Context: an optimization exercise on an open-source flow, tuned for small area, a short achievable clock period and few clock cycles per item. The choices shown serve that exercise and are no tape-out recipe. At most, simulation tests tie the RTL to the original design; equivalence was not proved. The RTL of runs 5 and 6 was laid out without a check of its function. Power is estimated from default activity; no workload was simulated.

## design/flow/run.sh

```bash
#!/bin/bash
# synth_recipe.tcl (not shown) runs the flow's synth.tcl, then flattens the netlist and writes it again
# the make line also repeats each setting of config.mk as NAME=value (left out here)
make -C /OpenROAD-flow-scripts/flow DESIGN_CONFIG=/design/flow/config.mk WORK_HOME=/design/flow/orfs CLKGATE_MAP_FILE= SYNTH_SCRIPT=/design/flow/synth_recipe.tcl finish
```

## design/flow/constraint.sdc

```tcl
create_clock -name core_clock -period 5.0 [get_ports {clk}]
set_input_delay 1.0000 -clock core_clock [delete_from_list [all_inputs] [get_ports {clk}]]
set_output_delay 1.0000 -clock core_clock [all_outputs]
set_load 0.01 [all_outputs]
```

## design/flow/config.mk

```make
export PLATFORM = sky130hd
export DESIGN_NAME = Fib
export DESIGN_NICKNAME = Fib
export VERILOG_FILES = /design/flow/design.v
export SDC_FILE = /design/flow/constraint.sdc
export NUM_CORES = 4
export LEC_CHECK = 0
export CAP_MARGIN = 20
export CORE_MARGIN = 2
export CORE_UTILIZATION = 40
export SLEW_MARGIN = 20
```

## design/flow/design.v

```verilog
module Fib
(
  input  clk,
  input  reset,
  input signed [32-1 : 0] fib_n,
  output signed [64-1 : 0] fib_return,
  output  fib_busy,
  input  fib_req
);
  function [63:0] rom(input [6:0] a);
    case (a)
      7'd0: rom = 64'h0000000000000000;
      7'd1: rom = 64'h0000000000000001;
      7'd2: rom = 64'h0000000000000001;
      7'd3: rom = 64'h0000000000000002;
      7'd4: rom = 64'h0000000000000003;
      7'd5: rom = 64'h0000000000000005;
      7'd6: rom = 64'h0000000000000008;
      7'd7: rom = 64'h000000000000000d;
      7'd8: rom = 64'h0000000000000015;
      7'd9: rom = 64'h0000000000000022;
      7'd10: rom = 64'h0000000000000037;
      7'd11: rom = 64'h0000000000000059;
      7'd12: rom = 64'h0000000000000090;
      7'd13: rom = 64'h00000000000000e9;
      7'd14: rom = 64'h0000000000000179;
      7'd15: rom = 64'h0000000000000262;
      7'd16: rom = 64'h00000000000003db;
      7'd17: rom = 64'h000000000000063d;
      7'd18: rom = 64'h0000000000000a18;
      7'd19: rom = 64'h0000000000001055;
      7'd20: rom = 64'h0000000000001a6d;
      7'd21: rom = 64'h0000000000002ac2;
      7'd22: rom = 64'h000000000000452f;
      7'd23: rom = 64'h0000000000006ff1;
      7'd24: rom = 64'h000000000000b520;
      7'd25: rom = 64'h0000000000012511;
      7'd26: rom = 64'h000000000001da31;
      7'd27: rom = 64'h000000000002ff42;
      7'd28: rom = 64'h000000000004d973;
      7'd29: rom = 64'h000000000007d8b5;
      7'd30: rom = 64'h00000000000cb228;
      7'd31: rom = 64'h0000000000148add;
      7'd32: rom = 64'h0000000000213d05;
      7'd33: rom = 64'h000000000035c7e2;
      7'd34: rom = 64'h00000000005704e7;
      7'd35: rom = 64'h00000000008cccc9;
      7'd36: rom = 64'h0000000000e3d1b0;
      7'd37: rom = 64'h0000000001709e79;
      7'd38: rom = 64'h0000000002547029;
      7'd39: rom = 64'h0000000003c50ea2;
      7'd40: rom = 64'h0000000006197ecb;
      7'd41: rom = 64'h0000000009de8d6d;
      7'd42: rom = 64'h000000000ff80c38;
      7'd43: rom = 64'h0000000019d699a5;
      7'd44: rom = 64'h0000000029cea5dd;
      7'd45: rom = 64'h0000000043a53f82;
      7'd46: rom = 64'h000000006d73e55f;
      7'd47: rom = 64'h00000000b11924e1;
      7'd48: rom = 64'h000000011e8d0a40;
      7'd49: rom = 64'h00000001cfa62f21;
      7'd50: rom = 64'h00000002ee333961;
      7'd51: rom = 64'h00000004bdd96882;
      7'd52: rom = 64'h00000007ac0ca1e3;
      7'd53: rom = 64'h0000000c69e60a65;
      7'd54: rom = 64'h0000001415f2ac48;
      7'd55: rom = 64'h000000207fd8b6ad;
      7'd56: rom = 64'h0000003495cb62f5;
      7'd57: rom = 64'h0000005515a419a2;
      7'd58: rom = 64'h00000089ab6f7c97;
      7'd59: rom = 64'h000000dec1139639;
      7'd60: rom = 64'h000001686c8312d0;
      7'd61: rom = 64'h000002472d96a909;
      7'd62: rom = 64'h000003af9a19bbd9;
      7'd63: rom = 64'h000005f6c7b064e2;
      7'd64: rom = 64'h000009a661ca20bb;
      7'd65: rom = 64'h00000f9d297a859d;
      7'd66: rom = 64'h000019438b44a658;
      7'd67: rom = 64'h000028e0b4bf2bf5;
      7'd68: rom = 64'h000042244003d24d;
      7'd69: rom = 64'h00006b04f4c2fe42;
      7'd70: rom = 64'h0000ad2934c6d08f;
      7'd71: rom = 64'h0001182e2989ced1;
      7'd72: rom = 64'h0001c5575e509f60;
      7'd73: rom = 64'h0002dd8587da6e31;
      7'd74: rom = 64'h0004a2dce62b0d91;
      7'd75: rom = 64'h000780626e057bc2;
      7'd76: rom = 64'h000c233f54308953;
      7'd77: rom = 64'h0013a3a1c2360515;
      7'd78: rom = 64'h001fc6e116668e68;
      7'd79: rom = 64'h00336a82d89c937d;
      7'd80: rom = 64'h00533163ef0321e5;
      7'd81: rom = 64'h00869be6c79fb562;
      7'd82: rom = 64'h00d9cd4ab6a2d747;
      7'd83: rom = 64'h016069317e428ca9;
      7'd84: rom = 64'h023a367c34e563f0;
      7'd85: rom = 64'h039a9fadb327f099;
      7'd86: rom = 64'h05d4d629e80d5489;
      7'd87: rom = 64'h096f75d79b354522;
      7'd88: rom = 64'h0f444c01834299ab;
      7'd89: rom = 64'h18b3c1d91e77decd;
      7'd90: rom = 64'h27f80ddaa1ba7878;
      7'd91: rom = 64'h40abcfb3c0325745;
      7'd92: rom = 64'h68a3dd8e61eccfbd;
      7'd93: rom = 64'ha94fad42221f2702;
      default: rom = 64'h0;
    endcase
  endfunction
  reg  [63:0] cur, nxt;
  reg  [31:0] cnt;
  reg         busy;
  reg  [2:0]  ph;        
  reg  [1:0]  st;        
  reg         c;         
  reg         b;         
  wire neg  = fib_n[31];
  wire big  = ~neg & ((|fib_n[30:7]) | (fib_n[6:0] >= 7'd94));
  wire [63:0] tab = neg ? 64'h0 : rom(fib_n[6:0]);
  wire first = (ph == 3'd0);
  wire last  = (ph == 3'd7);
  wire [8:0] sum = nxt[7:0] + cur[7:0] + (c & ~first);
  wire [7:0] nin = st[1] ? sum[7:0] : {7'd0, st[0] & first};
  wire       bin = first ? st != 2'd0 : b;
  wire [4:0] dec = {1'b0, cnt[3:0]} - bin;
  wire       under = dec[4];
  always @(posedge clk) begin
    if (busy) begin
      cur <= {nxt[7:0], cur[63:8]};
    end else if (fib_req) begin
      cur <= tab;
    end
    nxt <= {nin, nxt[63:8]};
    if (busy)
      cnt <= {dec[3:0], cnt[31:4]};
    else
      cnt <= fib_n;
    c <= sum[8];
    b <= under;
  end
  always @(posedge clk) begin
    if (reset) begin
      busy <= 1'b0;
      ph <= 3'd0;
      st <= 2'd0;
    end else if (busy) begin
      ph <= ph + 3'd1;
      if (last) begin
        if (st != 2'd2) st <= st + 2'd1;
        if (st == 2'd2 && under) busy <= 1'b0;
      end
    end else if (fib_req & big) begin
      busy <= 1'b1;
      ph <= 3'd0;
      st <= 2'd0;
    end
  end
  assign fib_return = cur;
  assign fib_busy = busy;
endmodule
```

==> results of run 1 <==
==> impl_metrics.toml, run 1 <==
[run_status]
status = "aborted with a tool error"
haltStage = "synthesis (1_2_yosys)"
error = "ERROR: TCL interpreter returned an error: Source files actually used in the design:"

[logic_synthesis]
yosys_warnings = 1
Testbench counts, summed over its fixed seeds: cycles 1,024, requests 1,024.
==> run 2: changes to the inputs <==
--- a/design/flow/config.mk
+++ b/design/flow/config.mk
@@ -6,6 +6,10 @@
 export NUM_CORES = 4
 export LEC_CHECK = 0
+export ABC_AREA = 0
+export ABC_CLOCK_PERIOD_IN_PS = 2500
 export CAP_MARGIN = 20
 export CORE_MARGIN = 2
 export CORE_UTILIZATION = 40
+export SETUP_SLACK_MARGIN = 2.5
 export SLEW_MARGIN = 20
+export SYNTH_MEMORY_MAX_BITS = 16384
==> run 2 against run 1 <==
  * Now clean on timing, DRC and antenna
==> impl_metrics.toml, run 2 <==
[logic_synthesis]
syn-instance-count = 1129
yosysUniqueCellTypes = 75
synth_top_flop_cell = "dfxtp_1"
synthDominantCellAreaShare_pct = 21.0
synth_area_um2 = 9920
ys_seq_area_share_pct = 40.4
ys_seq_elements = 168
synth.most_common_cell = "dfxtp_1"
synth.avg_cell_area_um2 = 8.78
synth_edf_count = 64
async_reset_ff_share_pct = 0
synth_top_cell_by_area = "dfxtp_1"
yosys-top-cells-count = "104 x dfxtp_1, 94 x o21ai_0, 93 x nand2_1"
yosys_warnings = 1
netlist_top_cells_area = "dfxtp_1 21%, edfxtp_1 19%, o21ai_0 4.7%, a21oi_1 4.0%, ha_1 4.0%"
syn_nets = 1198

[timing]
max_freq_ghz = 0.362
slew-limit-headroom_pct = 38.9
report.final.slew_viol_count = 0
finalSetupTns_ns = 0
period_needed_ns = 2.76
finalHoldViolCount = 0
finalSetupViolCount = 0
worst_pin_slew_ns = 0.916
grt_setup_unrepaired = "yes"
finClkSkew_ns = 0.0167
finalCritPeriodShare_pct = 55.2
fin_ws_ns = 2.24

[finish]
final_cell_area_um2 = 13600
reg_top3 = "cur x64, nxt x64, cnt x32"
diodes = 0
post_route_cells_drive_above_1_share_pct = 27.1
final_common_cell = "dfxtp_1"
areaGrowthSynthToFinish_pct = 37.4
final_cell_mix = "101 x dfxtp_1, 90 x clkdlybuf4s50_1, 87 x nand2_1"
nNetsFinal = 1331
fin_cells = 1599
fill_cells = 2196

[global_route]
grt_first_pass_wirelength_mm = 73.4
grtUsageMet2_pct = 56.2
grt_pass1_vias = 10300
grt_overflow = 0
use_met1_pct = 49.8
antenna_found_initial = 1
grt_use_met3_pct = 12.8
busiest_layer = "met2"
grt_use_total_pct = 39.2
grt_start_max_net_pins = 88

[clock_network]
clock-sinks = 168
clk_latency_ns = 0.45
cts_tree = "done"
cts_buffer_depth = 2
holdBufCountCts = 0
clkTransAtPathRegs_ns = 0.08
ctsRootBufferMaster = "clkbuf_16"
htreeDepth = 4
numCtsBuffers = 17

[place]
dpl-instance-area_um2 = 11400
dp.cells = 1491
portBuffers = 99
gp_congestion = 1.13
dp_slack_ns = 0.733
hpwl_mm = 33.9

[power]
ir_worst_vdd_mv = 0.192
power-per-cell-area_nw_per_um2 = 297
pwr-share-clk_pct = 34.9
total_leakage_power_nw = 5.08
p_int_w = 0.00264
pwr-share-comb_pct = 26.6
p_switching_w = 0.00141
sw_frac_of_total_pct = 34.7
pwr-share-seq_pct = 38.5

[route]
first_iter_violations = 2110
vias = 10900
via_per_inst = 6.83
drt.antenna.violating_nets = 0
wl_per_cell_um = 32.7
drt_first_pass_iters = 7
drt-total-wl_mm = 52.2
drcViolationCount = 0

[critical_path]
critPathTopFamily = "compound AO/OA/AOI/OAI gates"
crit_chain = "buf_6, buf_4, and3b_1, a221oi_1, o211ai_1, a22o_1"
worstReg2RegStart = "ph[0]$_SDFFE_PP0P_"
path_max_fanout = 44
cp.required_ns = 5.26
crit_path_start_kind = "input port"
r2r_cells = 11
crit_slowest_cell = "and3b_1"
reg2reg_slack_ns = 2.64
worst_setup_path_end_kind = "register"
arrival_ns = 3.02
crit_type = "input port to register"
max_stage_delay_ns = 0.48
path_buf_inv = 2
rr_endpoint = "c$_DFF_P_"

[floorplan]
die_x_um = 161
coreArea_um2 = 24300
rows = 57
die_h_um = 161
dieArea_um2 = 26100
io-pin-count = 100
start_util_pct = 40.8

[hold_path]
hp-class = "register to register"
hold_end = "nxt[33]$_DFF_P_"
min_path_cells = 0
hp-start = "nxt[41]$_DFF_P_"

[run]
cap_violations = 0

[run_status]
status = "complete, no violations"
-- run 2: cells by family after synthesis --
| group | count (synthesis) | share of synthesized area, % |
|---|---|---|
| AOI/OAI and AO/OA | 394 | 26.7 |
| and+or+nand+nor | 357 | 18.0 |
| DFF | 168 | 40.4 |
| buffers and inverters | 133 | 5.68 |
| muxes | 37 | 4.28 |
| adders and majority gates | 34 | 4.44 |
| xor gates and xnor gates | 6 | 0.530 |
-- run 2: final cells by class --
| class | count | area, um^2 | share of cell area (%) |
|---|---|---|---|
| tap | 324 | 405 | 2.97 |
| sequential | 168 | 4010 | 29.4 |
| inverter | 26 | 124 | 0.909 |
| clock inverter | 15 | 209 | 1.53 |
| timing repair buffer | 221 | 2290 | 16.8 |
| multi-input combinational | 828 | 6160 | 45.2 |
| clock buffer | 17 | 425 | 3.12 |
-- run 2: worst max-delay path by stage --
stage | start | endpoint | slack, ns | depth (start not counted)
floorplan | fib_n[1] | cur[8]$_DFFE_PP_ | 1.94 | 9
global placement | fib_n[0] | cur[22]$_DFFE_PP_ | 0.69 | 9
detailed placement | fib_n[0] | cur[22]$_DFFE_PP_ | 0.73 | 9
CTS | fib_n[1] | cur[22]$_DFFE_PP_ | 2.31 | 9
global route | fib_n[4] | cur[3]$_DFFE_PP_ | 2.28 | 6
finish | fib_n[4] | cur[3]$_DFFE_PP_ | 2.24 | 6
-- run 2: power groups by stage --
stage	clock, W	sequential (W)	combinational, W
2_1_floorplan	0	0.00159	0.000446
3_3_place_gp	0	0.00161	0.000839
3_5_place_dp	0	0.00161	0.000823
4_1_cts	0.00143	0.00156	0.000963
5_1_grt	0.00149	0.00157	0.00110
6_report	0.00141	0.00156	0.00108
-- run 2: repair_timing --
item,4_1_cts,5_1_grt
setup buffers,50,21
cloned,4,1
pin swaps,33,38
resized for setup,146,86
setup endpoints to repair,76,61
-- run 2: per-layer routing --
metal  vias to the layer above  share of wire [%]
met4                         2                8.1
met3                       258                 13
met5                         -              0.023
met1                      5187                 38
met2                       941                 41
li1                       4527                  -
-- run 2: per-stage QoR --
step	power (W)	util (%)	hold WS, ns
after detailed placement	0.00243	46.9	0.312
after global routing	0.00416	56.0	0.330
final	0.00405	56.0	0.326
after floorplan	0.00204	-	0.310
after CTS	0.00396	53.9	0.324
after global placement	0.00244	46.9	0.310
==> run 3: changes to the inputs <==
--- a/design/flow/config.mk
+++ b/design/flow/config.mk
@@ -6,6 +6,5 @@
 export NUM_CORES = 4
 export LEC_CHECK = 0
-export ABC_AREA = 0
-export ABC_CLOCK_PERIOD_IN_PS = 2500
+export ABC_AREA = 1
 export CAP_MARGIN = 20
 export CORE_MARGIN = 2
==> run 3 against run 2 <==
  * Still clean on timing, DRC and antenna
  * Synthesized area down 4.2%
  * Combinational power is 5% lower
  * Core utilization fell by 1.1 points
  * Sequential share of layout area increased by 1.8 points
  * Maximum frequency is 5.9% higher
  * Via count is 2.4% higher
  * Non-clock buffer count fell by 40
  * Clock power shrank 3%
  * Wire length barely moved
  * Clock skew up 0.0039 ns
  * Sequential power up 3%
  * Highest routed layer unchanged
==> impl_metrics.toml, run 3 <==
[timing]
worst_pin_slew_ns = 0.734
period_needed_ns = 2.61
grt_setup_unrepaired = "yes"
finalHoldViolCount = 0
finalCritPeriodShare_pct = 52.1
finalSetupViolCount = 0
finalSetupTns_ns = 0
slew-limit-headroom_pct = 51.1
fin_ws_ns = 2.39
max_freq_ghz = 0.384
report.final.slew_viol_count = 0
finClkSkew_ns = 0.0206
whs_ns = 0.309

[logic_synthesis]
synth_top_flop_cell = "dfxtp_1"
async_reset_ff_share_pct = 0
ys_seq_elements = 168
synth.most_common_cell = "nand2_1"
synth.avg_cell_area_um2 = 7.18
synth_area_um2 = 9500
synth_top_cell_by_area = "dfxtp_1"
netlist_top_cells_area = "dfxtp_1 22%, edfxtp_1 20%, nand2_1 17%, nand3_1 7.2%, ha_1 4.2%"
yosysUniqueCellTypes = 43
yosys_warnings = 1
syn_nets = 1392
synth_edf_count = 64
syn-instance-count = 1323
ys_seq_area_share_pct = 42.1
synthDominantCellAreaShare_pct = 21.9
yosys-top-cells-count = "424 x nand2_1, 136 x nand3_1, 104 x dfxtp_1"

[clock_network]
cts_tree = "done"
htreeDepth = 4
cts_buffer_depth = 2
numCtsBuffers = 17
clkTransAtPathRegs_ns = 0.09
clk_latency_ns = 0.45
ctsRootBufferMaster = "clkbuf_16"
clock-sinks = 168

[floorplan]
start_util_pct = 40.6
io-pin-count = 100
rows = 56
dieArea_um2 = 25000
die_h_um = 158
die_x_um = 158
coreArea_um2 = 23400

[finish]
areaGrowthSynthToFinish_pct = 35.3
utilization_pct = 55.0
multiInputGateArea_um2 = 5570
final_common_cell = "nand2_1"
nNetsFinal = 1533
post_route_cells_drive_above_1_share_pct = 22.0
final_cell_mix = "371 x nand2_1, 117 x nand3_1, 101 x dfxtp_1"
fill_cells = 2261
reg_top3 = "cur x64, nxt x64, cnt x32"
seq_area_um2 = 4010

[route]
vias = 11200
drcViolationCount = 0
via_per_inst = 6.22
wl_per_cell_um = 29.1
first_iter_violations = 1844
drt.antenna.violating_nets = 0
drt_first_pass_iters = 6
drt-total-wl_mm = 52.2

[critical_path]
max_stage_delay_ns = 0.27
path_max_fanout = 25
crit_path_start_kind = "input port"
crit_slowest_cell = "nor2_2"
crit_chain = "clkdlybuf4s15_2, buf_8, inv_16, ha_1, nor2_2, nor2_1, o21ai_0, nand2_1, o21ai_2"
critPathTopFamily = "simple AND/OR/NAND/NOR gates"
cp.required_ns = 5.25
crit_type = "input port to register"
path_buf_inv = 3
worst_setup_path_end_kind = "register"
arrival_ns = 2.86

[power]
total_leakage_power_nw = 5.66
p_total_w = 0.00400
power-per-cell-area_nw_per_um2 = 311
ir_worst_vdd_mv = 0.258

[global_route]
grt_overflow = 0
grt_start_max_net_pins = 69
grt_use_total_pct = 41.9
grt_pass1_vias = 10700
antenna_found_initial = 1
grt_first_pass_wirelength_mm = 73.8

[place]
portBuffers = 99
dp_slack_ns = 0.677
gp_congestion = 1.17
hpwl_mm = 37.2

[run_status]
status = "complete, no violations"

[run]
cap_violations = 0

[hold_path]
hp-class = "register to register"
==> run 3: cell types whose count changed after synthesis, moves of 27 or more <==
cell,change
clkbuf_1,-33
nand2b_1,-32
nand3_1,+97
inv_2,+36
nor2_1,+34
o21ai_1,+61
nor3_1,-27
nor2b_1,-31
nand2_1,+331
o21ai_0,-40
inv_1,+47
==> run 3: path summary, 6_finish.rpt <==
check	from	to	slack, ns	cells past startpoint
max reg2reg	ph[0]$_SDFFE_PP0P_	nxt[62]$_SDFF_PN0_	2.58	16
min reg2reg	nxt[10]$_DFF_P_	nxt[2]$_DFF_P_	0.31	0
min	nxt[10]$_DFF_P_	nxt[2]$_DFF_P_	0.31	0
max	fib_n[2]	cur[46]$_DFFE_PP_	2.39	9
==> run 3: worst reg2reg max path: cells and delay by family, from the launching register on <==
kind | cells | cell delay [ns]
flip-flops | 1 | 0.36
AO/OA/AOI/OAI | 3 | 0.29
buffers and inverters | 4 | 0.27
adder cells (fa/ha/maj) | 3 | 0.99
AND/OR/NAND/NOR | 6 | 0.42
==> run 3: metal layers <==
metal / up-vias / track usage [%] / wire length, um
met3: 286 / 12.8 / 6280
met2: 946 / 63.5 / 22000
met4: 2 / 29.4 / 4720
li1: 4704 / - / -
met5: - / 0 / 17
met1: 5240 / 50.6 / 19200
==> run 3: timing repair <==
item	CTS	global route
hold buffers	0	0
gates resized for setup	200	72
endpoints found under the setup margin	121	89
buffers inserted	31	21
gates cloned	3	1
pin swaps	27	24
==> run 3: cell families (layout without fill, tap and decap cells) <==
group | Yosys count | in the layout | synth area share (%)
fa+ha+maj | 34 | 34 | 4.63
flops | 168 | 168 | 42.1
other cells | 0 | 1 | 0
xor+xnor | 1 | 1 | 0.0922
compound gates | 241 | 241 | 14.2
buf+inv | 169 | 323 | 7.48
simple gates | 710 | 710 | 31.5
==> run 3: stage by stage <==
stage | instances | instance area (um^2)
2_1_floorplan | 1323 | 9520
3_3_place_gp | 1708 | 10800
3_5_place_dp | 1708 | 10800
4_1_cts | 1774 | 12400
5_1_grt | 1796 | 12900
6_report | 1797 | 12900
==> run 3: final cells by class <==
cell class,count,share of cell area [%]
multi-input combinational,986,43.3
sequential,168,31.2
timing repair buffer,181,13.9
inverter,108,3.69
clock buffer,17,3.31
tap,319,3.10
clock inverter,15,1.37
timing repair inverter,2,0.107
antenna,1,0.0195
==> run 3: power by group <==
| group | switching [W] | total [W] | internal (W) |
|---|---|---|---|
| Combinational | 0.000682 | 0.00103 | 0.000351 |
| Sequential | 0.0000593 | 0.00160 | 0.00154 |
| Clock | 0.000689 | 0.00137 | 0.000680 |
==> run 4: changes to the inputs <==
--- a/design/flow/config.mk
+++ b/design/flow/config.mk
@@ -10,5 +10,4 @@
 export CORE_MARGIN = 2
 export CORE_UTILIZATION = 40
-export SETUP_SLACK_MARGIN = 2.5
 export SLEW_MARGIN = 20
 export SYNTH_MEMORY_MAX_BITS = 16384
==> run 4 against run 3 <==
  * Combinational power down 18%
  * Maximum frequency down 33%
  * Global-route usage down 3.5 points
  * Hold slack better by 0.0040 ns
  * Largest cell class unchanged
==> impl_metrics.toml, run 4 <==
[critical_path]
crit_type = "input port to register"
worst_setup_path_end_kind = "register"
r2r_cells = 3
crit_path_start_kind = "input port"
path_max_fanout = 12
rr_endpoint = "cur[35]$_DFFE_PP_"
worstReg2RegStart = "busy$_SDFF_PP0_"
arrival_ns = 4.05
cp.required_ns = 5.17
reg2reg_slack_ns = 2.18

[hold_path]
hp-start = "nxt[45]$_DFF_P_"
hp-class = "register to register"
hold_end = "nxt[37]$_DFF_P_"
min_path_cells = 0

[clock_network]
clock-sinks = 168
clk_latency_ns = 0.44
cts_resized = 0
post_cts_buffers = 0
ctsRootBufferMaster = "clkbuf_16"
cts_tree = "done"
htreeDepth = 4
numCtsBuffers = 17
cts_buffer_depth = 2
holdBufCountCts = 0
clkTransAtPathRegs_ns = 0.08

[timing]
finClkSkew_ns = 0.0200
finalSetupTns_ns = 0
report.final.slew_viol_count = 0
period_needed_ns = 3.88
max_freq_ghz = 0.258
whs_ns = 0.313
slew-limit-headroom_pct = 35.8
worst_pin_slew_ns = 0.961
finalHoldViolCount = 0
finalSetupViolCount = 0
finalCritPeriodShare_pct = 77.5
grt_setup_unrepaired = "no"

[global_route]
grt_overflow = 0
grt_first_pass_wirelength_mm = 67.8
grt_start_max_net_pins = 69
grt_use_total_pct = 38.4
grt_pass1_vias = 9905
antenna_found_initial = 1

[power]
ir_worst_vdd_mv = 0.182
sw_frac_of_total_pct = 34.2
pwr-share-seq_pct = 42.7
pwr-share-clk_pct = 34.8
power-per-cell-area_nw_per_um2 = 330
p_int_w = 0.00247
p_switching_w = 0.00128
pwr-share-comb_pct = 22.5
total_leakage_power_nw = 5.09

[logic_synthesis]
ys_seq_area_share_pct = 42.1
netlist_top_cells_area = "dfxtp_1 22%, edfxtp_1 20%, nand2_1 17%, nand3_1 7.2%, ha_1 4.2%"
yosys_warnings = 1
yosys-top-cells-count = "424 x nand2_1, 136 x nand3_1, 104 x dfxtp_1"
async_reset_ff_share_pct = 0
ys_seq_elements = 168
syn_nets = 1392
synth_top_cell_by_area = "dfxtp_1"
synth.most_common_cell = "nand2_1"
synth_top_flop_cell = "dfxtp_1"
synth_area_um2 = 9500
synth_edf_count = 64
yosysUniqueCellTypes = 43
syn-instance-count = 1323
synth.avg_cell_area_um2 = 7.18
synthDominantCellAreaShare_pct = 21.9

[finish]
fill_cells = 2405
utilization_pct = 48.6
reg_top3 = "cur x64, nxt x64, cnt x32"
fin_cells = 1739
post_route_cells_drive_above_1_share_pct = 8.74
final_cell_mix = "423 x nand2_1, 136 x nand3_1, 103 x dfxtp_1"
final_cell_area_um2 = 11400
areaGrowthSynthToFinish_pct = 19.6
final_common_cell = "nand2_1"
nNetsFinal = 1475

[place]
gp_congestion = 1.22
dp.cells = 1706
portBuffers = 99
hpwl_mm = 35.3
dpl-instance-area_um2 = 10800

[floorplan]
start_util_pct = 40.6
die_h_um = 158
dieArea_um2 = 25000
io-pin-count = 100
coreArea_um2 = 23400
rows = 56
die_x_um = 158

[route]
vias = 10500
via_per_inst = 6.05
drcViolationCount = 0
first_iter_violations = 1707
drt.antenna.violating_nets = 0
drt-total-wl_mm = 47.7
drt_first_pass_iters = 7
wl_per_cell_um = 27.4

[run_status]
status = "complete, no violations"

[run]
cap_violations = 0
[run 4: changes by cell type in the layout (fill, tap and decap cells not counted), sizes merged]
cell and change:
clkdlybuf4s50 +5, bufbuf -2, clkbuf -1, dlygate4sd2 -2, inv +1, clkinvlp -4, clkdlybuf4s15 -1, buf -54
[run 4: metrics by stage]
stage	setup WS, ns	power (W)
floorplan	2.18	0.00203
global placement	0.860	0.00244
detailed placement	0.916	0.00243
CTS	1.38	0.00373
global route	1.17	0.00388
finish	1.12	0.00375
[run 4: area by class of cell]
type,instances,area (um^2),share of cell area (%)
Inverter,108,405,3.57
Timing Repair Buffer,125,1180,10.3
Multi-Input combinational cell,986,4800,42.2
Clock buffer,18,429,3.78
Tap cell,319,399,3.51
Clock inverter,14,150,1.32
Sequential cell,168,4010,35.3
Antenna cell,1,2.50,0.0220
[run 4: worst max-delay path by stage]
stage          startpoint  slack, ns  cells past startpoint                end
6_report         fib_n[0]       1.12                     12  cur[33]$_DFFE_PP_
3_3_place_gp     fib_n[0]       0.86                     12  cur[18]$_DFFE_PP_
3_5_place_dp     fib_n[0]       0.92                     12  cur[18]$_DFFE_PP_
4_1_cts          fib_n[0]       1.38                     12  cur[18]$_DFFE_PP_
5_1_grt          fib_n[0]       1.17                     12  cur[33]$_DFFE_PP_
2_1_floorplan     fib_req       2.18                      2   cur[0]$_DFFE_PP_
[run 4: worst max-delay path: stages]
cell and delay, ns:
clkdlybuf4s50_1 0.45, buf_4 0.18, inv_1 0.20, ha_1 0.45, nor2_1 0.54, inv_2 0.18, nand2_1 0.33, nand2_1 0.13
a31oi_1 0.25, o21ai_1 0.12, nand2_1 0.12, nand2_1 0.07
[run 4: layer usage]
layer  global-route usage, %  part of all wire [%]
met1                    46.8                    37
met2                    57.5                    42
met3                    12.8                    13
met4                    26.3                   8.3
met5                       0                     0
[run 4: logic make-up (layout without fill, tap and decap cells)]
family,count (synthesis),count (layout),synth area share [%]
other,0,1,0
AND/OR/NAND/NOR,710,710,31.5
flip-flops,168,168,42.1
AO/OA/AOI/OAI,241,241,14.2
adder cells (fa/ha/maj),34,34,4.63
XOR/XNOR,1,1,0.0922
buffers and inverters,169,265,7.48
[run 4: power by group through the flow]
stage          Sequential [W]  Clock [W]  Combinational [W]
2_1_floorplan         0.00163          0           0.000402
3_3_place_gp          0.00163          0           0.000810
3_5_place_dp          0.00163          0           0.000797
4_1_cts               0.00160    0.00133           0.000801
5_1_grt               0.00161    0.00138           0.000883
6_report              0.00160    0.00130           0.000844
==> run 5: changes to the inputs <==
--- a/design/flow/design.v
+++ b/design/flow/design.v
@@ -119,8 +119,7 @@
   wire first = (ph == 3'd0);
   wire last  = (ph == 3'd7);
-  wire [8:0] sum = nxt[7:0] + cur[7:0] + (c & ~first);
+  wire [8:0] sum = nxt[7:0] + cur[7:0] + c;
   wire [7:0] nin = st[1] ? sum[7:0] : {7'd0, st[0] & first};
-  wire       bin = first ? st != 2'd0 : b;
-  wire [4:0] dec = {1'b0, cnt[3:0]} - bin;
+  wire [4:0] dec = {1'b0, cnt[3:0]} - b;
   wire       under = dec[4];
   always @(posedge clk) begin
@@ -135,6 +134,6 @@
     else
       cnt <= fib_n;
-    c <= sum[8];
-    b <= under;
+    c <= sum[8] & ~last;
+    b <= busy & (last | under);
   end
   always @(posedge clk) begin
==> design/flow/flow/run.sh (new file) <==
#!/bin/bash
set -euo pipefail
export BUFFER_PORTS_ARGS="-buffer_cell sky130_fd_sc_hd__buf_1"
bash standard.sh > standard_flow.log 2>&1
==> design/flow/standard.sh (new file) <==
#!/bin/bash
# synth_recipe.tcl (not shown) runs the flow's synth.tcl, then flattens the netlist and writes it again
# the make line also repeats each setting of config.mk as NAME=value (left out here)
make -C /OpenROAD-flow-scripts/flow DESIGN_CONFIG=/design/flow/config.mk WORK_HOME=/design/flow/orfs CLKGATE_MAP_FILE= SYNTH_SCRIPT=/design/flow/synth_recipe.tcl "${@:-finish}"
--- a/design/flow/config.mk
+++ b/design/flow/config.mk
@@ -10,4 +10,5 @@
 export CORE_MARGIN = 2
 export CORE_UTILIZATION = 40
+export SETUP_SLACK_MARGIN = 2.5
 export SLEW_MARGIN = 20
 export SYNTH_MEMORY_MAX_BITS = 16384
removed: design/flow/run.sh
==> run 5 against run 4 <==
  * Critical path depth shrank 1
  * Critical endpoint is now cur[34]$_DFFE_PP_
  * Count of clock-buffer cells in the layout is 1 lower
  * Sequential share of layout area fell by 0.68 points
  * Highest routed layer unchanged
  * Hold slack gained 0.010 ns
  * Combinational power fell by 0.5%
  * Sequential cell count unchanged
==> impl_metrics.toml, run 5 <==
[run_status]
status = "complete, no violations"

[logic_synthesis]
yosys-top-cells-count = "433 x nand2_1, 130 x nand3_1, 107 x nor2_1"
syn-instance-count = 1321
ys_seq_area_share_pct = 42.1
synth_edf_count = 64
synthDominantCellAreaShare_pct = 21.9
synth.avg_cell_area_um2 = 7.20
ys_seq_elements = 168
synth.most_common_cell = "nand2_1"
yosysUniqueCellTypes = 46
async_reset_ff_share_pct = 0
synth_top_cell_by_area = "dfxtp_1"
synth_top_flop_cell = "dfxtp_1"
synth_area_um2 = 9510
syn_nets = 1388
netlist_top_cells_area = "dfxtp_1 22%, edfxtp_1 20%, nand2_1 17%, nand3_1 6.8%, nor2_1 4.2%"
yosys_warnings = 1

[finish]
final_cell_area_um2 = 11600
post_route_cells_drive_above_1_share_pct = 16.2
final_cell_mix = "401 x nand2_1, 126 x nand3_1, 103 x dfxtp_1"
nNetsFinal = 1499
reg_top3 = "cur x64, nxt x64, cnt x32"
diodes = 0
areaGrowthSynthToFinish_pct = 21.9
utilization_pct = 49.5
final_common_cell = "nand2_1"
fill_cells = 2400

[critical_path]
crit_slowest_cell = "o211ai_1"
cp.required_ns = 5.19
crit_chain = "buf_12, clkinvlp_4, buf_8, ha_4, nor2_4, inv_4, nand2_2, o211ai_1, o211ai_1, nand2_1, nand2_1"
worst_setup_path_end_kind = "register"
max_stage_delay_ns = 0.35
worstReg2RegStart = "cur[0]$_DFFE_PP_"
arrival_ns = 2.77
crit_type = "input port to register"
startpoint = "fib_n[0]"
crit_path_start_kind = "input port"
path_max_fanout = 12

[place]
gp_congestion = 1.12
hpwl_mm = 36.7
dpl-instance-area_um2 = 10300
portBuffers = 99

[route]
wl_per_cell_um = 28.4
drt.antenna.violating_nets = 0
via_per_inst = 5.99
drt-total-wl_mm = 50.0
drcViolationCount = 0
drt_first_pass_iters = 8
vias = 10600
first_iter_violations = 1626

[floorplan]
die_x_um = 158
start_util_pct = 40.6
rows = 56
coreArea_um2 = 23400
die_h_um = 158
dieArea_um2 = 25000
io-pin-count = 100

[timing]
finClkSkew_ns = 0.0195
report.final.slew_viol_count = 0
finalCritPeriodShare_pct = 51.5
max_freq_ghz = 0.388
whs_ns = 0.323
slew-limit-headroom_pct = 37.5
worst_pin_slew_ns = 0.938
finalSetupTns_ns = 0
finalHoldViolCount = 0
finalSetupViolCount = 0
grt_setup_unrepaired = "yes"
period_needed_ns = 2.58

[power]
power-per-cell-area_nw_per_um2 = 334
total_leakage_power_nw = 5.08
sw_frac_of_total_pct = 36.1
ir_worst_vdd_mv = 0.231
pwr-share-clk_pct = 36.4
pwr-share-seq_pct = 41.8
p_int_w = 0.00247
pwr-share-comb_pct = 21.7
p_total_w = 0.00387
p_switching_w = 0.00140

[clock_network]
cts_tree = "done"
holdBufCountCts = 0
ctsRootBufferMaster = "clkbuf_16"
htreeDepth = 4
clk_latency_ns = 0.44
numCtsBuffers = 17
clock-sinks = 168
clkTransAtPathRegs_ns = 0.08
cts_buffer_depth = 2

[global_route]
grtUsageMet2_pct = 61.9
grt_use_met3_pct = 11.1
grt_start_max_net_pins = 72
grt_overflow = 0
antenna_found_initial = 2
grt_use_total_pct = 40.1
grt_first_pass_wirelength_mm = 69.9
busiest_layer = "met2"
grt_pass1_vias = 9914
use_met1_pct = 49.1

[hold_path]
hp-class = "register to register"
hp-start = "nxt[48]$_DFF_P_"

[run]
cap_violations = 0
==> run 5: changes by cell type after synthesis, moves of 7 or more <==
cell / delta
nor2_1: +11
nand4_1: -7
o21ai_0: +13
nand2_1: +9
a21oi_1: -8
inv_2: -13
o211ai_1: +7
o21ai_1: -23
a31oi_1: -8
==> run 5: cell type report <==
| class | instances | area (um^2) | share of cell area (%) |
|---|---|---|---|
| tap | 319 | 399 | 3.44 |
| inverter | 102 | 427 | 3.68 |
| clock inverter | 15 | 211 | 1.82 |
| multi-input combinational | 989 | 5210 | 45.0 |
| timing repair buffer | 154 | 908 | 7.84 |
| clock buffer | 17 | 425 | 3.67 |
| sequential | 168 | 4010 | 34.6 |
==> run 5: power groups by stage <==
stage | clock network, W | logic [W] | registers [W]
2_1_floorplan | 0 | 0.000401 | 0.00163
3_3_place_gp | 0 | 0.000745 | 0.00165
6_report | 0.00141 | 0.000840 | 0.00162
3_5_place_dp | 0 | 0.000729 | 0.00165
5_1_grt | 0.00148 | 0.000886 | 0.00163
4_1_cts | 0.00143 | 0.000768 | 0.00162
==> run 5: final timing paths <==
kind | depth (start not counted) | endpoint | slack, ns
worst min register to register | 0 | nxt[40]$_DFF_P_ | 0.32
worst max-delay path | 11 | cur[34]$_DFFE_PP_ | 2.42
worst max register to register | 11 | nxt[62]$_SDFF_PN0_ | 2.72
worst min-delay path | 0 | nxt[40]$_DFF_P_ | 0.32
==> run 5: worst max-delay path, delay by kind of cell <==
kind            cells  cell delay (ns)
compound gates      2             0.66
fa+ha+maj           1             0.18
buf+inv             4             0.51
simple gates        4             0.40
==> run 5: kinds of logic (layout without fill, tap and decap cells) <==
kind of cell / Yosys count / in the layout / share of synthesized area, %
flip-flops: 168 / 168 / 42.1
AO/OA/AOI/OAI: 226 / 226 / 13.6
AND/OR/NAND/NOR: 730 / 730 / 32.3
buffers and inverters: 164 / 288 / 7.51
adder cells (fa/ha/maj): 32 / 32 / 4.37
XOR/XNOR: 1 / 1 / 0.0921
==> run 5: timing repair <==
action	in CTS	in global routing
gates cloned	1	0
endpoints found under the hold margin	0	0
pin swaps	2	18
endpoints found under the setup margin	67	42
gates resized for setup	77	74
buffers inserted	3	15
==> run 5: layer usage <==
metal	wire [um]	up-vias
met3	5540	246
li1	-	4622
met4	4140	0
met5	0	-
met2	21500	799
met1	18900	4905
==> run 5: metrics by stage <==
step,setup slack (ns),std cells
after detailed placement,0.960,1713
after CTS,2.41,1749
after floorplan,2.50,1321
after global placement,1.02,1713
after global routing,2.41,1764
final,2.42,1764
==> run 6: changes to the inputs <==
==> design/flow/flow/run.sh (replaced) <==
#!/bin/bash
set -euo pipefail
export BUFFER_PORTS_ARGS="-buffer_cell sky130_fd_sc_hd__buf_2"
bash standard.sh > standard_flow.log 2>&1
==> run 6 against run 5 <==
  * Die area did not move
  * Cell count is 0.85% lower
  * Maximum frequency grew 1.2%
  * Clock skew increased by 0.012 ns
  * Non-clock buffer count is 15 lower
  * First-iteration DRC count down 6.9%
  * Global-route usage is 2.5 points lower
  * Critical path depth is 1 lower
  * Critical path type unchanged
  * Largest cell class unchanged
==> impl_metrics.toml, run 6 <==
[run_status]
status = "complete, no violations"

[route]
wl_per_cell_um = 27.1
first_iter_violations = 1514
vias = 10500
via_per_inst = 6.00
drcViolationCount = 0
drt_first_pass_iters = 6
drt-total-wl_mm = 47.3
drt.antenna.violating_nets = 0

[logic_synthesis]
synth_top_flop_cell = "dfxtp_1"
synth_edf_count = 64
async_reset_ff_share_pct = 0
yosys_warnings = 1
ys_seq_area_share_pct = 42.1
synth_area_um2 = 9510
syn_nets = 1388
synthDominantCellAreaShare_pct = 21.9
synth.most_common_cell = "nand2_1"
yosys-top-cells-count = "433 x nand2_1, 130 x nand3_1, 107 x nor2_1"
synth_top_cell_by_area = "dfxtp_1"
netlist_top_cells_area = "dfxtp_1 22%, edfxtp_1 20%, nand2_1 17%, nand3_1 6.8%, nor2_1 4.2%"
ys_seq_elements = 168
yosysUniqueCellTypes = 46
syn-instance-count = 1321
synth.avg_cell_area_um2 = 7.20

[timing]
finalHoldViolCount = 0
period_needed_ns = 2.54
slew-limit-headroom_pct = 43.5
finClkSkew_ns = 0.0311
finalCritPeriodShare_pct = 50.9
finalSetupViolCount = 0
grt_setup_unrepaired = "yes"
worst_pin_slew_ns = 0.846
report.final.slew_viol_count = 0
max_freq_ghz = 0.393
finalSetupTns_ns = 0

[place]
gp_congestion = 1.14
dpl-instance-area_um2 = 10300
hpwl_mm = 34.6
portBuffers = 99

[critical_path]
crit_type = "input port to register"
worst_setup_path_end_kind = "register"
critPathTopFamily = "buffers and inverters"
path_max_fanout = 27
critPathMostFrequentCell = "nand2_1"
crit_path_start_kind = "input port"
path_buf_inv = 4
r2r_cells = 5
max_stage_delay_ns = 0.30
cp.required_ns = 5.18
arrival_ns = 2.72
crit_slowest_cell = "buf_6"
path_depth = 10
crit_chain = "buf_2, buf_6, buf_16, nand2_2, inv_1, nand2_1, nand3_1, nand2_1, o21ai_1, nand2_1"

[global_route]
grt_first_pass_wirelength_mm = 66.7
antenna_found_initial = 1
grt_use_total_pct = 37.6
grt_overflow = 0
grt_pass1_vias = 9723
grt_start_max_net_pins = 66

[power]
p_int_w = 0.00248
sw_frac_of_total_pct = 35.4
p_switching_w = 0.00136
power-per-cell-area_nw_per_um2 = 330
pwr-share-comb_pct = 21.9
total_leakage_power_nw = 5.31
pwr-share-seq_pct = 41.9
pwr-share-clk_pct = 36.2
ir_worst_vdd_mv = 0.187

[clock_network]
cts_buffer_depth = 2
holdBufCountCts = 0
ctsRootBufferMaster = "clkbuf_16"
htreeDepth = 4
clkTransAtPathRegs_ns = 0.08
clock-sinks = 168
numCtsBuffers = 17
clk_latency_ns = 0.45
cts_tree = "done"

[finish]
diodes = 0
seq_area_um2 = 4010
reg_top3 = "cur x64, nxt x64, cnt x32"
final_cell_mix = "396 x nand2_1, 126 x nand3_1, 103 x dfxtp_1"
areaGrowthSynthToFinish_pct = 22.5
nNetsFinal = 1484
final_cell_area_um2 = 11600
multiInputGateArea_um2 = 5230
final_common_cell = "nand2_1"
post_route_cells_drive_above_1_share_pct = 22.1
fill_cells = 2427

[floorplan]
io-pin-count = 100
die_x_um = 158
dieArea_um2 = 25000
start_util_pct = 40.6
rows = 56
die_h_um = 158
coreArea_um2 = 23400

[run]
cap_violations = 0

[hold_path]
hp-class = "register to register"
min_path_cells = 0
-- run 6: cell counts after synthesis --
Identical to the previous run, type by type.
-- run 6: stage by stage --
stage / hold WS (ns) / instances / power (W) / setup slack [ns] / util (%)
finish: 0.325 / 1749 / 0.00384 / 2.46 / 49.8
global route: 0.327 / 1749 / 0.00397 / 2.48 / 49.8
CTS: 0.322 / 1733 / 0.00378 / 2.47 / 47.9
detailed placement: 0.312 / 1694 / 0.00236 / 1.36 / 43.9
global placement: 0.310 / 1694 / 0.00238 / 1.36 / 43.9
floorplan: 0.310 / 1321 / 0.00204 / 2.50 / -
-- run 6: worst paths after layout --
check	from	slack, ns	endpoint
worst max-delay path	fib_n[3]	2.46	cur[23]$_DFFE_PP_
worst min-delay path	nxt[37]$_DFF_P_	0.32	nxt[29]$_DFF_P_
worst max register to register	busy$_SDFF_PP0_	2.61	cur[54]$_DFFE_PP_
worst min register to register	nxt[37]$_DFF_P_	0.32	nxt[29]$_DFF_P_
-- run 6: layout make-up --
type,count,area share [%]
clock inverters,15,1.84
inverters,102,3.59
flip-flops and latches,168,34.4
well taps,319,3.43
multi-input cells,989,44.9
repair buffers,139,8.21
clock buffers,17,3.65
-- run 6: repair_timing --
item,4_1_cts,5_1_grt
endpoints found under the setup margin,64,35
gates cloned,0,2
setup buffers,7,14
resized for setup,81,74
pin swaps,4,12
-- run 6: power groups by stage --
stage	Clock, W	Combinational (W)	Sequential, W
final	0.00139	0.000840	0.00161
after detailed placement	0	0.000721	0.00164
after floorplan	0	0.000401	0.00163
after CTS	0.00141	0.000756	0.00161
after global routing	0.00147	0.000881	0.00162
after global placement	0	0.000739	0.00164
-- run 6: layer usage --
metal	vias up	part of all wire [%]	global-route usage [%]	wire length [um]
li1	4602	-	-	-
met1	4843	39	48.3	18200
met2	804	41	55.9	19600
met3	241	11	8.98	5230
met4	2	9.0	25.4	4250
met5	-	0.027	0	13
-- run 6: kinds of logic after synthesis --
| kind of cell | Yosys count | share of synthesized area (%) |
|---|---|---|
| and+or+nand+nor | 730 | 32.3 |
| AOI/OAI and AO/OA | 226 | 13.6 |
| DFF | 168 | 42.1 |
| buffers and inverters | 164 | 7.51 |
| adders and majority gates | 32 | 4.37 |
| xor gates and xnor gates | 1 | 0.0921 |

what the ideal ports hide:
How much do the figures lean on ideal ports? The routed layouts below were timed once more, with nothing changed but the port constraints.
Step 1, drivers: a clkbuf_16 drives clk and a buf_2 each remaining input, both assumed.
Step 2 moves the port delays by t, midway between the first and last clock arrival at a register: inputs arrive t later, outputs are due t later. That takes back most of the time a late clock gives input paths.
Three values: ideal, step 1, step 2; two values: the first two.
| run | t (ns) | setup WS [ns] | worst setup path after step 2 | pins driven straight from the clock port |
|---|---|---|---|---|
| run 2 | 0.489 | 2.239 / 2.254 / 1.765 | input to register | 1 |
| run 3 | 0.487 | 2.393 / 2.423 / 1.935 | input to register | 1 |
| run 4 | 0.477 | 1.124 / 1.154 / 0.677 | input to register | 1 |
| run 5 | 0.483 | 2.425 / 2.427 / 1.944 | input to register | 1 |
| run 6 | 0.478 | 2.456 / 2.481 / 2.003 | input to register | 1 |
After both steps every run listed still meets setup and hold. The setup slack of run 5, which loses most, moves by +0.002 ns with the drivers and by -0.481 ns with both steps.
